This is an optimization exercise on Yosys and OpenROAD, whose aim is small area, not a production implementation. At most, simulation tests tie the RTL to the original design; equivalence was not proved.

==> inputs of build 88 <==
// sync_block
module sync_block (
    input         clock,
    input         reset,
    input  [7:0]  strategy_sel,
    input         start,
    input         fg_opto,
    input         phase,
    input         wire_sensor,
    input         detector_ready,
    input  [31:0] fg_open_delay,
    input  [31:0] detector_ready_timeout,
    input  [31:0] phase_shift,
    input  [31:0] detonate_len,
    input  [31:0] trigger_len,
    output        detonator_triggered,
    output        output_trigger,
    output        valid_scenario,
    output [7:0]  scenario_state
);
==> module sync_block, before the edit <==
module sync_block (
    input         clock,
    input         reset,
    input  [7:0]  strategy_sel,
    input         start,
    input         fg_opto,
    input         phase,
    input         wire_sensor,
    input         detector_ready,
    input  [31:0] fg_open_delay,
    input  [31:0] detector_ready_timeout,
    input  [31:0] phase_shift,
    input  [31:0] detonate_len,
    input  [31:0] trigger_len,
    output        detonator_triggered,
    output        output_trigger,
    output        valid_scenario,
    output [7:0]  scenario_state
);
wire s0 = (strategy_sel == 8'd0);
wire s1 = (strategy_sel == 8'd1);
wire s2 = (strategy_sel == 8'd2);
wire s3 = (strategy_sel == 8'd3);
wire s4 = (strategy_sel == 8'd4);
wire valid = s1 | s2 | s3 | s4;
reg [3:0]  st;
reg [31:0] cnt;
reg        det, trig;
reg        start_p, fg_p, wire_p, phase_p;
wire start_e = start & ~start_p;
wire fg_e    = fg_opto & ~fg_p;
wire wire_e  = wire_sensor & ~wire_p;
wire phase_e = phase & ~phase_p;
wire is_fgo  = (st == 4'd2);                                    
wire is_det  = (s1 | s3) & (st == 4'd3);
wire is_tp   = (s1 & st == 4'd5) | (s2 & st == 4'd3) | (s3 & st == 4'd7) | (s4 & st == 4'd5);
wire is_wpd  = (s3 & st == 4'd6) | (s4 & st == 4'd4);
wire is_db   = (s1 & st == 4'd6) | (s3 & st == 4'd8);
wire is_dw   = (s1 & st == 4'd7) | (s3 & st == 4'd9);
wire is_test = s0 & st[0];
reg [31:0] lim;
always @(*) begin
    lim = fg_open_delay;
    if (is_det) lim = detonate_len;
    if (is_tp)  lim = trigger_len;
    if (is_wpd) lim = phase_shift;
    if (is_dw)  lim = detector_ready_timeout;
end
wire lt  = cnt < lim;
wire inc = is_test | ((is_fgo | is_det | is_tp | is_wpd) & lt) | (is_dw & lt & ~detector_ready);
wire hold = is_tp | is_db;
reg [3:0] st_n;
always @(*) begin
    st_n = st;
    if (s0) begin
        if (st == 4'd0 && start) st_n = 4'd1;
    end else if (valid) begin
        case (st)
            4'd0: if (start_e) st_n = 4'd1;
            4'd1: if (fg_e) st_n = 4'd2;
            4'd2: if (!lt) st_n = 4'd3;
            default: ;
        endcase
        if (is_det & !lt) st_n = 4'd4;
        if (is_tp & !lt) st_n = (s1 | s3) ? st + 4'd1 : 4'd0;
        if (is_wpd & !lt) st_n = st + 4'd1;
        if (s3 & st == 4'd4 & wire_e) st_n = 4'd5;
        if (s1 & st == 4'd4 & wire_e) st_n = 4'd5;
        if ((s3 & st == 4'd5 | s4 & st == 4'd3) & phase_e) st_n = st + 4'd1;
        if (is_db & ~detector_ready) st_n = st + 4'd1;
        if (is_dw & ~(lt & ~detector_ready)) st_n = st + 4'd1;
        if ((s1 & st == 4'd8 | s3 & st == 4'd10) & ~start) st_n = 4'd0;
    end
end
always @(posedge clock) begin
    start_p <= start;
    fg_p    <= fg_opto;
    wire_p  <= wire_sensor;
    phase_p <= phase;
    if (reset) begin
        st   <= 4'd0;
        cnt  <= 32'd0;
        det  <= 1'b0;
        trig <= 1'b0;
    end else begin
        st   <= st_n;
        cnt  <= inc ? cnt + 32'd1 : (hold ? cnt : 32'd0);
        det  <= is_det & lt;
        trig <= (is_tp & lt) | (s3 & is_wpd & ~lt);
    end
end
assign detonator_triggered = det;
assign output_trigger      = trig;
assign valid_scenario      = valid;
assign scenario_state      = {cnt[6:3] & {4{s0}}, (cnt[2:0] & {3{s0}}) | st[3:1], st[0]};
endmodule
Settings: LEC_CHECK=0, CAP_MARGIN=20, CORE_MARGIN=2, CORE_UTILIZATION=40, SLEW_MARGIN=20; clock period 6.0 ns.
standard.sh (not shown) runs the stock make flow with config.mk's settings and CLKGATE_MAP_FILE= SYNTH_SCRIPT=/design/flow/synth_recipe.tcl, a recipe that flattens the netlist after the stock synthesis.
==> flow/flow/run.sh <==
#!/bin/bash
# Standard layout, with the port buffers made from the smallest buffer cell.
set -euo pipefail
export BUFFER_PORTS_ARGS="-buffer_cell sky130_fd_sc_hd__buf_1"
bash standard.sh > standard_flow.log 2>&1
==> build 55 (differences from build 88) <==
==> flow/design.v (replaced) <==
module sync_block (
    input         clock,
    input         reset,
    input  [7:0]  strategy_sel,
    input         start,
    input         fg_opto,
    input         phase,
    input         wire_sensor,
    input         detector_ready,
    input  [31:0] fg_open_delay,
    input  [31:0] detector_ready_timeout,
    input  [31:0] phase_shift,
    input  [31:0] detonate_len,
    input  [31:0] trigger_len,
    output        detonator_triggered,
    output        output_trigger,
    output        valid_scenario,
    output [7:0]  scenario_state
);
localparam [3:0] IDLE = 4'd0, FG_WAIT_OPTO = 4'd1, FG_WAIT_OPEN = 4'd2, DETONATE = 4'd3,
                 WIRE_TRIGGER = 4'd4, WAIT_PHASE_FRONT = 4'd5, WAIT_PHASE_DELAY = 4'd6,
                 TRIGGER_PROLONG = 4'd7, DETECTOR_BUSY = 4'd8, DETECTOR_WAIT = 4'd9,
                 DETECTOR_FINISHED = 4'd10;
wire s0 = (strategy_sel == 8'd0);
wire s1 = (strategy_sel == 8'd1);
wire s2 = (strategy_sel == 8'd2);
wire s3 = (strategy_sel == 8'd3);
wire s4 = (strategy_sel == 8'd4);
wire valid = s1 | s2 | s3 | s4;
reg [3:0]  st;       
reg [31:0] cq;        
localparam [31:0] CPOL = 32'hFFFFFFFF;
wire [31:0] cnt = cq ^ CPOL;
reg        det, trig;
reg        start_p, fg_p, wire_p, phase_p;
wire start_e = start & ~start_p;
wire fg_e    = fg_opto & ~fg_p;
wire wire_e  = wire_sensor & ~wire_p;
wire phase_e = phase & ~phase_p;
wire is_fgo  = (st == FG_WAIT_OPEN);
wire is_det  = (st == DETONATE);
wire is_wpd  = (st == WAIT_PHASE_DELAY);
wire is_tp   = (st == TRIGGER_PROLONG);
wire is_db   = (st == DETECTOR_BUSY);
wire is_dw   = (st == DETECTOR_WAIT);
wire is_test = s0 & st[0];
wire [31:0] lim = ({32{is_fgo}} & fg_open_delay) | ({32{is_det}} & detonate_len) |
                  ({32{is_tp}} & trigger_len) | ({32{is_wpd}} & phase_shift) |
                  ({32{is_dw}} & detector_ready_timeout);
wire [3:0] glt, geq;
genvar gi, gj;
generate for (gj = 0; gj < 4; gj = gj + 1) begin : g_grp
    wire [8:0] bw;
    assign bw[0] = 1'b0;
    for (gi = 0; gi < 8; gi = gi + 1) begin : g_bit
        wire c = cnt[8*gj+gi], l = lim[8*gj+gi];
        assign bw[gi+1] = (~c & l) | (~c & bw[gi]) | (l & bw[gi]);
    end
    assign glt[gj] = bw[8];
    assign geq[gj] = (cnt[8*gj+7:8*gj] == lim[8*gj+7:8*gj]);
end endgenerate
wire lt = glt[3] | geq[3] & (glt[2] | geq[2] & (glt[1] | geq[1] & glt[0]));
wire inc  = is_test | ((is_fgo | is_det | is_tp | is_wpd) & lt) | (is_dw & lt & ~detector_ready);
wire keep = inc | is_tp | is_db;
wire [31:0] all_ones_below;
assign all_ones_below[0] = 1'b1;
generate for (gi = 1; gi < 32; gi = gi + 1) begin : g_inc
    assign all_ones_below[gi] = all_ones_below[gi-1] & cnt[gi-1];
end endgenerate
reg [3:0] st_n;
always @(*) begin
    st_n = st;
    if (s0) begin
        if (st == IDLE && start) st_n = FG_WAIT_OPTO;
    end else if (valid) begin
        case (st)
            IDLE:              if (start_e) st_n = FG_WAIT_OPTO;
            FG_WAIT_OPTO:      if (fg_e) st_n = FG_WAIT_OPEN;
            FG_WAIT_OPEN:      if (!lt) st_n = s2 ? TRIGGER_PROLONG : s4 ? WAIT_PHASE_FRONT : DETONATE;
            DETONATE:          if (!lt) st_n = WIRE_TRIGGER;
            WIRE_TRIGGER:      if (wire_e) st_n = s1 ? TRIGGER_PROLONG : WAIT_PHASE_FRONT;
            WAIT_PHASE_FRONT:  if (phase_e) st_n = WAIT_PHASE_DELAY;
            WAIT_PHASE_DELAY:  if (!lt) st_n = TRIGGER_PROLONG;
            TRIGGER_PROLONG:   if (!lt) st_n = (s2 | s4) ? IDLE : DETECTOR_BUSY;
            DETECTOR_BUSY:     if (~detector_ready) st_n = DETECTOR_WAIT;
            DETECTOR_WAIT:     if (!(lt & ~detector_ready)) st_n = DETECTOR_FINISHED;
            DETECTOR_FINISHED: if (~start) st_n = IDLE;
            default:           st_n = IDLE;
        endcase
    end
end
always @(posedge clock) begin
    start_p <= start;
    fg_p    <= fg_opto;
    wire_p  <= wire_sensor;
    phase_p <= phase;
    cq <= CPOL ^ ((cnt ^ ({32{inc}} & all_ones_below)) & {32{keep & ~reset}});
    if (reset) begin
        st   <= IDLE;
        det  <= 1'b0;
        trig <= 1'b0;
    end else begin
        st   <= st_n;
        det  <= is_det & lt;
        trig <= (is_tp & lt) | (s3 & is_wpd & ~lt);
    end
end
reg [3:0] st_out;
always @(*) begin
    st_out = st;
    if (s1 & st[3]) st_out = st - 4'd2;                    
    if (s1 & st == TRIGGER_PROLONG) st_out = 4'd5;
    if (s2 & st == TRIGGER_PROLONG) st_out = 4'd3;
    if (s4 & st[2] & (st[1] | st[0])) st_out = st - 4'd2;  
end
assign detonator_triggered = det;
assign output_trigger      = trig;
assign valid_scenario      = valid;
assign scenario_state      = {cnt[6:3] & {4{s0}}, (cnt[2:0] & {3{s0}}) | st_out[3:1], st_out[0]};
endmodule
==> flow/flow/run.sh (replaced) <==
#!/bin/bash
# Standard layout, with these changes:
#  - the port buffers use the smallest buffer cell (buf_1);
#  - synthesis maps logic with an area-oriented ABC script (flow/abc_area.script);
#  - clock tree synthesis uses clkbuf_8 buffers and no dummy loads.
# Every tool's output goes to a log file in this folder.
set -euo pipefail
HERE=$(pwd)
mkdir -p "$HERE/scripts"
cp -r "$FLOW_HOME/scripts/." "$HERE/scripts/"
cp "$HERE/flow/abc_area.script" "$HERE/scripts/abc_area.script"
export SCRIPTS_DIR="$HERE/scripts"
export ABC_AREA=1
export BUFFER_PORTS_ARGS="-buffer_cell sky130_fd_sc_hd__buf_1"
export CTS_ARGS="-sink_clustering_enable -repair_clock_nets -buf_list sky130_fd_sc_hd__clkbuf_8 -dont_use_dummy_load"
bash standard.sh > standard_flow.log 2>&1
==> flow/flow/abc_area.script (new file) <==
strash
&get -n
&st
&dch
&nf -R 50
&put
topo
Settings changed: CAP_MARGIN 20 to 5, CORE_UTILIZATION 40 to 50, GPL_TIMING_DRIVEN set to 0, PLACE_DENSITY set to 0.75, SLEW_MARGIN 20 to 5.
==> trial 58 (differences from build 88) <==
--- a/flow/design.v
+++ b/flow/design.v
@@ -38,17 +38,12 @@
 wire is_db   = (s1 & st == 4'd6) | (s3 & st == 4'd8);
 wire is_dw   = (s1 & st == 4'd7) | (s3 & st == 4'd9);
 wire is_test = s0 & st[0];
-reg [31:0] lim;
-always @(*) begin
-    lim = fg_open_delay;
-    if (is_det) lim = detonate_len;
-    if (is_tp)  lim = trigger_len;
-    if (is_wpd) lim = phase_shift;
-    if (is_dw)  lim = detector_ready_timeout;
-end
+wire [31:0] lim = ({32{is_fgo}} & fg_open_delay) | ({32{is_det}} & detonate_len) |
+                  ({32{is_tp}} & trigger_len) | ({32{is_wpd}} & phase_shift) |
+                  ({32{is_dw}} & detector_ready_timeout);
 wire lt  = cnt < lim;
 wire inc = is_test | ((is_fgo | is_det | is_tp | is_wpd) & lt) | (is_dw & lt & ~detector_ready);
-wire hold = is_tp | is_db;
+wire keep = inc | is_tp | is_db;
 reg [3:0] st_n;
 always @(*) begin
     st_n = st;
@@ -77,14 +72,13 @@
     fg_p    <= fg_opto;
     wire_p  <= wire_sensor;
     phase_p <= phase;
+    cnt <= (cnt + {31'd0, inc}) & {32{keep & ~reset}};
     if (reset) begin
         st   <= 4'd0;
-        cnt  <= 32'd0;
         det  <= 1'b0;
         trig <= 1'b0;
     end else begin
         st   <= st_n;
-        cnt  <= inc ? cnt + 32'd1 : (hold ? cnt : 32'd0);
         det  <= is_det & lt;
         trig <= (is_tp & lt) | (s3 & is_wpd & ~lt);
     end
==> flow/flow/run.sh (replaced) <==
#!/bin/bash
# Standard layout, with two changes:
#  - the port buffers use the smallest buffer cell (buf_1);
#  - synthesis maps logic with an area-oriented ABC script (flow/abc_area.script).
# Every tool's output goes to a log file in this folder.
set -euo pipefail
HERE=$(pwd)
mkdir -p "$HERE/scripts"
cp -r "$FLOW_HOME/scripts/." "$HERE/scripts/"
cp "$HERE/flow/abc_area.script" "$HERE/scripts/abc_area.script"
export SCRIPTS_DIR="$HERE/scripts"
export ABC_AREA=1
export BUFFER_PORTS_ARGS="-buffer_cell sky130_fd_sc_hd__buf_1"
bash standard.sh > standard_flow.log 2>&1
==> flow/flow/abc_area.script (new file) <==
strash
dch
map -a
topo
dnsize
==> comparison <==
Trial 58 reached the layout checks and failed them: negative setup slack. Build 88 ran to the end with no violations. Build 55 completed with no timing, DRC or antenna violations. Between trial 58 and build 55, the lower via count is in build 55 (gap about 30%, measured against build 55). Die area: build 55 is smaller than build 88 (about 43%). The highest utilization belongs to trial 58, the lowest to build 88. Of build 55 and build 88, build 88 has the higher final cell count (gap about 30%, measured against build 88). The highest first-iteration DRC count belongs to build 88, the lowest to trial 58.
For trial 58, only the layout was checked, not whether the RTL still works.

port drivers added, routing unchanged:
The results above use ideal ports. As a check the final layouts listed here were re-extracted and re-timed, cells and wires unchanged.
Step 1 sets driving cells, clkbuf_16 on the clock port and buf_2 on the other inputs (assumed; they add their load-dependent delay and slew).
Step 2, shift: input delay + t, output delay - t, t = (earliest + latest rising clock arrival at the registers) / 2. This alone moves slack from input paths to output paths.
Three values: no drivers, after step 1, after step 2; two values: the first two.
run	t, ns	slack for setup (ns)	hold slack, ns
build 88	0.326	0.407 / 0.423 / 0.098	0.513 / 0.513 / 0.513
build 55	0.319	0.455 / 0.455 / 0.455	0.499 / 0.499 / 0.499
trial 58	0.333	-0.722 / -0.723 / -1.056	0.505 / 0.505 / 0.505
For trial 58, which loses most, drivers alone change the setup slack by -0.001 ns; drivers and shift together by -0.334 ns.
